What follows belongs to an exercise in optimizing a design on an open flow for small area and a short achievable clock period; a production flow would make more cautious choices.
Function was checked by simulation only, so behaviour that the tests miss may differ from the original.
Power and IR drop assume default switching activity.

Design alu_d, start of the top module:
module alu_d #(parameter N = 32)
(
  input clk, rst,
  input [1:0] inp_valid,
  input mode,
  input [3:0] cmd,
  input ce, cin,
  input [N-1:0] opa, opb,
  output reg err, g, l, e,
  output oflow, cout,
  output [(2*N-1):0] res
);
Settings: LEC_CHECK=0, ABC_CLOCK_PERIOD_IN_PS=5000, CAP_MARGIN=20, CORE_MARGIN=2, CORE_UTILIZATION=40, CTS_CLUSTER_DIAMETER=60, CTS_CLUSTER_SIZE=10, PLACE_DENSITY=0.6, SETUP_SLACK_MARGIN=5, SLEW_MARGIN=20; clock period 11.0 ns.
standard.sh (not shown) runs the stock make flow with config.mk's settings and CLKGATE_MAP_FILE= SYNTH_SCRIPT=/design/flow/synth_recipe.tcl, a recipe that flattens the netlist after the stock synthesis.
==> flow/flow/run.sh <==
#!/bin/bash
# The standard layout, with the port buffers made of a plain buffer cell
# (buf_2) instead of the delay-cell buffers buffer_ports picks by default.
set -o pipefail
export BUFFER_PORTS_ARGS="-buffer_cell sky130_fd_sc_hd__buf_2"
bash standard.sh > standard.log 2>&1
The first run ran to the end with no violations.
Next try:
==> flow/run.sh (new file) <==
#!/bin/bash
# synth_recipe.tcl (not shown) runs the flow's synth.tcl, then flattens the netlist and writes it again
# the make line also repeats each setting of config.mk as NAME=value (left out here)
make -C /OpenROAD-flow-scripts/flow DESIGN_CONFIG=/design/flow/config.mk WORK_HOME=/design/flow/orfs CLKGATE_MAP_FILE= SYNTH_SCRIPT=/design/flow/synth_recipe.tcl finish
- ABC_CLOCK_PERIOD_IN_PS: 5000 -> unset
- SETUP_SLACK_MARGIN: 5 -> unset
removed: flow/flow/run.sh
removed: flow/standard.sh
Wire length went down slightly.
Final area is higher slightly.
Die area stays the same.
Hold slack is about the same.
Total power decreases by a few percent.
Via count fell slightly.
Next try:
==> flow/flow/run.sh (new file) <==
#!/bin/bash
# The standard layout, with the port buffers made of a plain buffer cell
# (buf_2) instead of the delay-cell buffers buffer_ports picks by default,
# and timing repair aimed at a larger setup slack.
set -o pipefail
export BUFFER_PORTS_ARGS="-buffer_cell sky130_fd_sc_hd__buf_2"
export SETUP_SLACK_MARGIN=6.5
bash standard.sh > standard.log 2>&1
==> flow/standard.sh (new file) <==
#!/bin/bash
# synth_recipe.tcl (not shown) runs the flow's synth.tcl, then flattens the netlist and writes it again
# the make line also repeats each setting of config.mk as NAME=value (left out here)
make -C /OpenROAD-flow-scripts/flow DESIGN_CONFIG=/design/flow/config.mk WORK_HOME=/design/flow/orfs CLKGATE_MAP_FILE= SYNTH_SCRIPT=/design/flow/synth_recipe.tcl "${@:-finish}"
- ABC_CLOCK_PERIOD_IN_PS: unset -> 5000
removed: flow/run.sh
Non-clock buffer count goes up by 175. First-iteration DRC count rose by 26%. Register-to-register slack gets better by 0.95 ns. Via count is higher by about 6%. Final cell count came out higher by 3.6%. Clock power barely changes. Cell area increases by 10%.
Next try:
==> flow/run.sh (new file) <==
#!/bin/bash
# synth_recipe.tcl (not shown) runs the flow's synth.tcl, then flattens the netlist and writes it again
# the make line also repeats each setting of config.mk as NAME=value (left out here)
make -C /OpenROAD-flow-scripts/flow DESIGN_CONFIG=/design/flow/config.mk WORK_HOME=/design/flow/orfs CLKGATE_MAP_FILE= SYNTH_SCRIPT=/design/flow/synth_recipe.tcl finish
- SETUP_SLACK_MARGIN: unset -> 5
removed: flow/flow/run.sh
removed: flow/standard.sh
The new run completed with no timing, DRC or antenna violations; sequential cell count stays the same; critical path depth came out lower by 4; final area drops by 6.5%; core utilization came out lower by 3.2 points; via count falls by 4.4%.

---

juniper:
alu_d, a different RTL version from the one above (not shown whole).
Size: ~250 flip-flops, about 0.036 sq mm of cells after synthesis.
clock: 11.0 ns
lec_check: 0
abc_area: 1
cap_margin: 20
core_margin: 2
core_utilization: 40
cts_buf_list: sky130_fd_sc_hd__clkbuf_8
cts_cluster_diameter: 60
cts_cluster_size: 10
place_density: 0.6
slew_margin: 20
==> flow/flow/run.sh <==
#!/bin/bash
# The standard layout, with the port buffers made of a plain buffer cell
# (buf_1) instead of the delay-cell buffers buffer_ports picks by default,
# and timing repair aimed at a larger setup slack.
set -o pipefail
export BUFFER_PORTS_ARGS="-buffer_cell sky130_fd_sc_hd__buf_1"
export SETUP_SLACK_MARGIN=6.3
bash standard.sh > standard.log 2>&1
Edits applied to the flow inputs when going from juniper to violet:
--- a/flow/flow/run.sh
+++ b/flow/flow/run.sh
@@ -5,4 +5,4 @@
 set -o pipefail
 export BUFFER_PORTS_ARGS="-buffer_cell sky130_fd_sc_hd__buf_1"
-export SETUP_SLACK_MARGIN=6.3
+export SETUP_SLACK_MARGIN=6.15
 bash standard.sh > standard.log 2>&1
==> run notes <==
Taking juniper as the reference point, the multi-input combinational cell area of violet falls by 2.0%. violet against juniper; overall power is down by a few percent. violet vs juniper — clock skew rose 10 ps. Cmp juniper and violet / placement-stage worst setup slack / lower: juniper. For violet, the slowest stage cell on the critical path was sky130_fd_sc_hd__dfxtp_2, unlike juniper, where it was sky130_fd_sc_hd__dfxtp_4. In the final reports, the cell area of violet is smaller than that of juniper. Run comparison: juniper capturing instance or port of the critical path res[38]; violet capturing instance or port of the critical path s_r[34]. The setup slack on the worst flop-to-flop path of violet is lower than that of juniper.
Inputs modified between violet and garnet:
==> flow/run.sh (new file) <==
#!/bin/bash
# synth_recipe.tcl (not shown) runs the flow's synth.tcl, then flattens the netlist and writes it again
# the make line also repeats each setting of config.mk as NAME=value (left out here)
make -C /OpenROAD-flow-scripts/flow DESIGN_CONFIG=/design/flow/config.mk WORK_HOME=/design/flow/orfs CLKGATE_MAP_FILE= SYNTH_SCRIPT=/design/flow/synth_recipe.tcl finish
--- a/flow/config.mk
+++ b/flow/config.mk
@@ -14,3 +14,4 @@
 export CTS_CLUSTER_SIZE = 10
 export PLACE_DENSITY = 0.6
+export SETUP_SLACK_MARGIN = 5
 export SLEW_MARGIN = 20
removed: flow/flow/run.sh
removed: flow/standard.sh
### Flow results
Going from violet to garnet, number of clock buffer instances in the layout shrinks by 2.
[garnet] global-route usage fell 0.42 points relative to violet
Reported for violet and garnet, y dimension of the die turned out identical to the last digit.
Between garnet and violet, it is garnet whose final critical-path setup slack is lower, by 950 ps.
For length of routed met2 wiring, violet and garnet come out practically identical.
garnet ends up with a maximum achievable frequency that is about 17% lower than in violet.
Setup changes, garnet to delta
==> flow/flow/run.sh (new file) <==
#!/bin/bash
# The standard layout, with the port buffers made of a plain buffer cell
# (buf_1) instead of the delay-cell buffers buffer_ports picks by default,
# and timing repair aimed at a larger setup slack.
set -o pipefail
export BUFFER_PORTS_ARGS="-buffer_cell sky130_fd_sc_hd__buf_1"
export SETUP_SLACK_MARGIN=6
bash standard.sh > standard.log 2>&1
==> flow/standard.sh (new file) <==
#!/bin/bash
# synth_recipe.tcl (not shown) runs the flow's synth.tcl, then flattens the netlist and writes it again
# the make line also repeats each setting of config.mk as NAME=value (left out here)
make -C /OpenROAD-flow-scripts/flow DESIGN_CONFIG=/design/flow/config.mk WORK_HOME=/design/flow/orfs CLKGATE_MAP_FILE= SYNTH_SCRIPT=/design/flow/synth_recipe.tcl "${@:-finish}"
--- a/flow/config.mk
+++ b/flow/config.mk
@@ -14,4 +14,3 @@
 export CTS_CLUSTER_SIZE = 10
 export PLACE_DENSITY = 0.6
-export SETUP_SLACK_MARGIN = 5
 export SLEW_MARGIN = 20
removed: flow/run.sh
==> comparison <==
Taking garnet as the reference, in delta worst setup slack went up by 830 ps, maximum operating frequency went up by 30 MHz, count of clock-net buffers in the final layout went up by 5.6%, overall global routing resource usage went up by 0.27 points.
Against garnet, delta comes in 0.056 mW lower on cell-internal power.
Total power of delta is lower than that of garnet.
delta vs garnet: share of the cycle needed by the critical path after routing down
The critical path startpoint comes out an_r[24] in one run and s_r[35] in the other, namely in delta and garnet respectively.

---

alu_d, a different RTL version from the one above (not shown whole).
For scale: about 270 flip-flops, ~150 I/O pins.
clock: 11.0 ns
lec_check: 0
abc_clock_period_in_ps: 5000
cap_margin: 20
core_margin: 2
core_utilization: 40
cts_cluster_diameter: 60
cts_cluster_size: 10
place_density: 0.6
slew_margin: 20
==> flow/flow/run.sh <==
#!/bin/bash
# The standard layout, with the port buffers made of a plain buffer cell
# (buf_2) instead of the delay-cell buffers buffer_ports picks by default,
# and timing repair aimed at a larger setup slack.
set -o pipefail
export BUFFER_PORTS_ARGS="-buffer_cell sky130_fd_sc_hd__buf_2"
export SETUP_SLACK_MARGIN=6
bash standard.sh > standard.log 2>&1
The starting point finished clean.
==> next run, changes <==
==> flow/flow/run.sh (replaced) <==
#!/bin/bash
# The standard layout, with the port buffers made of a plain buffer cell
# (buf_2) instead of the delay-cell buffers buffer_ports picks by default.
set -o pipefail
export BUFFER_PORTS_ARGS="-buffer_cell sky130_fd_sc_hd__buf_2"
bash standard.sh > standard.log 2>&1
SETUP_SLACK_MARGIN = 5   (was not set)
Sequential power goes down by about 5%.
Via count goes down by 1.4%.
Total power goes down by 8.3%.
Synthesized area is unchanged.
Clock skew goes up by 6.6 ps.
Wire length goes down by 1.3%.
Worst setup slack got worse by 320 ps.
First-iteration DRC count goes down by 4.6%.
Design area goes down by 3.7%.
==> next run, changes <==
--- a/flow/flow/run.sh
+++ b/flow/flow/run.sh
@@ -3 +3,2 @@
-# (buf_2) instead of the delay-cell buffers buffer_ports picks by default.
+# (buf_2) instead of the delay-cell buffers buffer_ports picks by default,
+# and timing repair aimed at a larger setup slack.
@@ -5,0 +7 @@
+export SETUP_SLACK_MARGIN=6
ABC_AREA = 1   (was not set)
ABC_CLOCK_PERIOD_IN_PS = not set   (was 5000)
SETUP_SLACK_MARGIN = not set   (was 5)
Effect:
- final area is higher by 5.0%
- sequential share of layout area went down by 0.69 points
- register-to-register slack improves by 930 ps
- combinational power climbs by 7.6%
- power went up by 4.8%
- first-iteration DRC count went up by 11%
==> next run, changes <==
--- a/flow/flow/run.sh
+++ b/flow/flow/run.sh
@@ -7 +7 @@
-export SETUP_SLACK_MARGIN=6
+export SETUP_SLACK_MARGIN=6.5
Effect:
- The changed run completed with no timing, DRC or antenna violations
- worst setup slack improves by 70 ps
- wire length climbs by 6.9%
- synthesized area does not change
- power rose by 11%
- fmax rose by 1.4%
- hold slack gets better by 7.8 ps
- non-clock buffer count goes up by 103
- cell area goes up by 12%

[separate check: timing with driven ports]
Ports are ideal in the flow. The routed layouts listed here were re-timed in OpenROAD.
Step 1: set_driving_cell puts a clkbuf_16 on clk and a buf_2 on each other input, an assumption about the parent block.
Step 2 also shifts input and output timing later by t, the mid clock arrival at the registers, as if the neighbouring blocks saw the same clock.
Three values: ideal, step 1, step 2; two values: the first two.
run	t, ns	setup slack, ns	worst setup path after step 2	clock arrival spread, ns	cell pins on the clock port's net
the first run of note 1	0.639	5.049 / 4.986 / 5.522	register to register	0.025 / 0.025	1
the second run of note 1	0.643	3.806 / 3.738 / 4.381	register to output	0.029 / 0.029	1
the third run of note 1	0.651	4.943 / 4.877 / 5.528	register to output	0.040 / 0.040	1
the fourth run of note 1	0.645	4.914 / 4.848 / 5.077	input to register	0.032 / 0.031	1
juniper	0.684	6.301 / 6.237 / 5.878	input to register	0.041 / 0.042	1
violet	0.675	6.213 / 6.173 / 5.929	input to register	0.053 / 0.052	1
garnet	0.693	5.266 / 5.203 / 5.435	register to register	0.069 / 0.069	1
delta	0.675	6.096 / 6.080 / 5.912	input to register	0.056 / 0.056	1
the first run of note 3	0.595	5.449 / 5.383 / 5.972	register to register	0.023 / 0.023	1
the second run of note 3	0.621	5.132 / 5.058 / 5.133	register to register	0.033 / 0.033	1
the third run of note 3	0.651	6.063 / 6.033 / 6.063	register to register	0.028 / 0.028	1
the fourth run of note 3	0.655	6.132 / 6.064 / 6.382	register to register	0.036 / 0.037	1
After both steps every run listed still meets setup and hold. For juniper, which loses most, drivers alone change the setup slack by -0.064 ns; drivers and shift together by -0.423 ns.
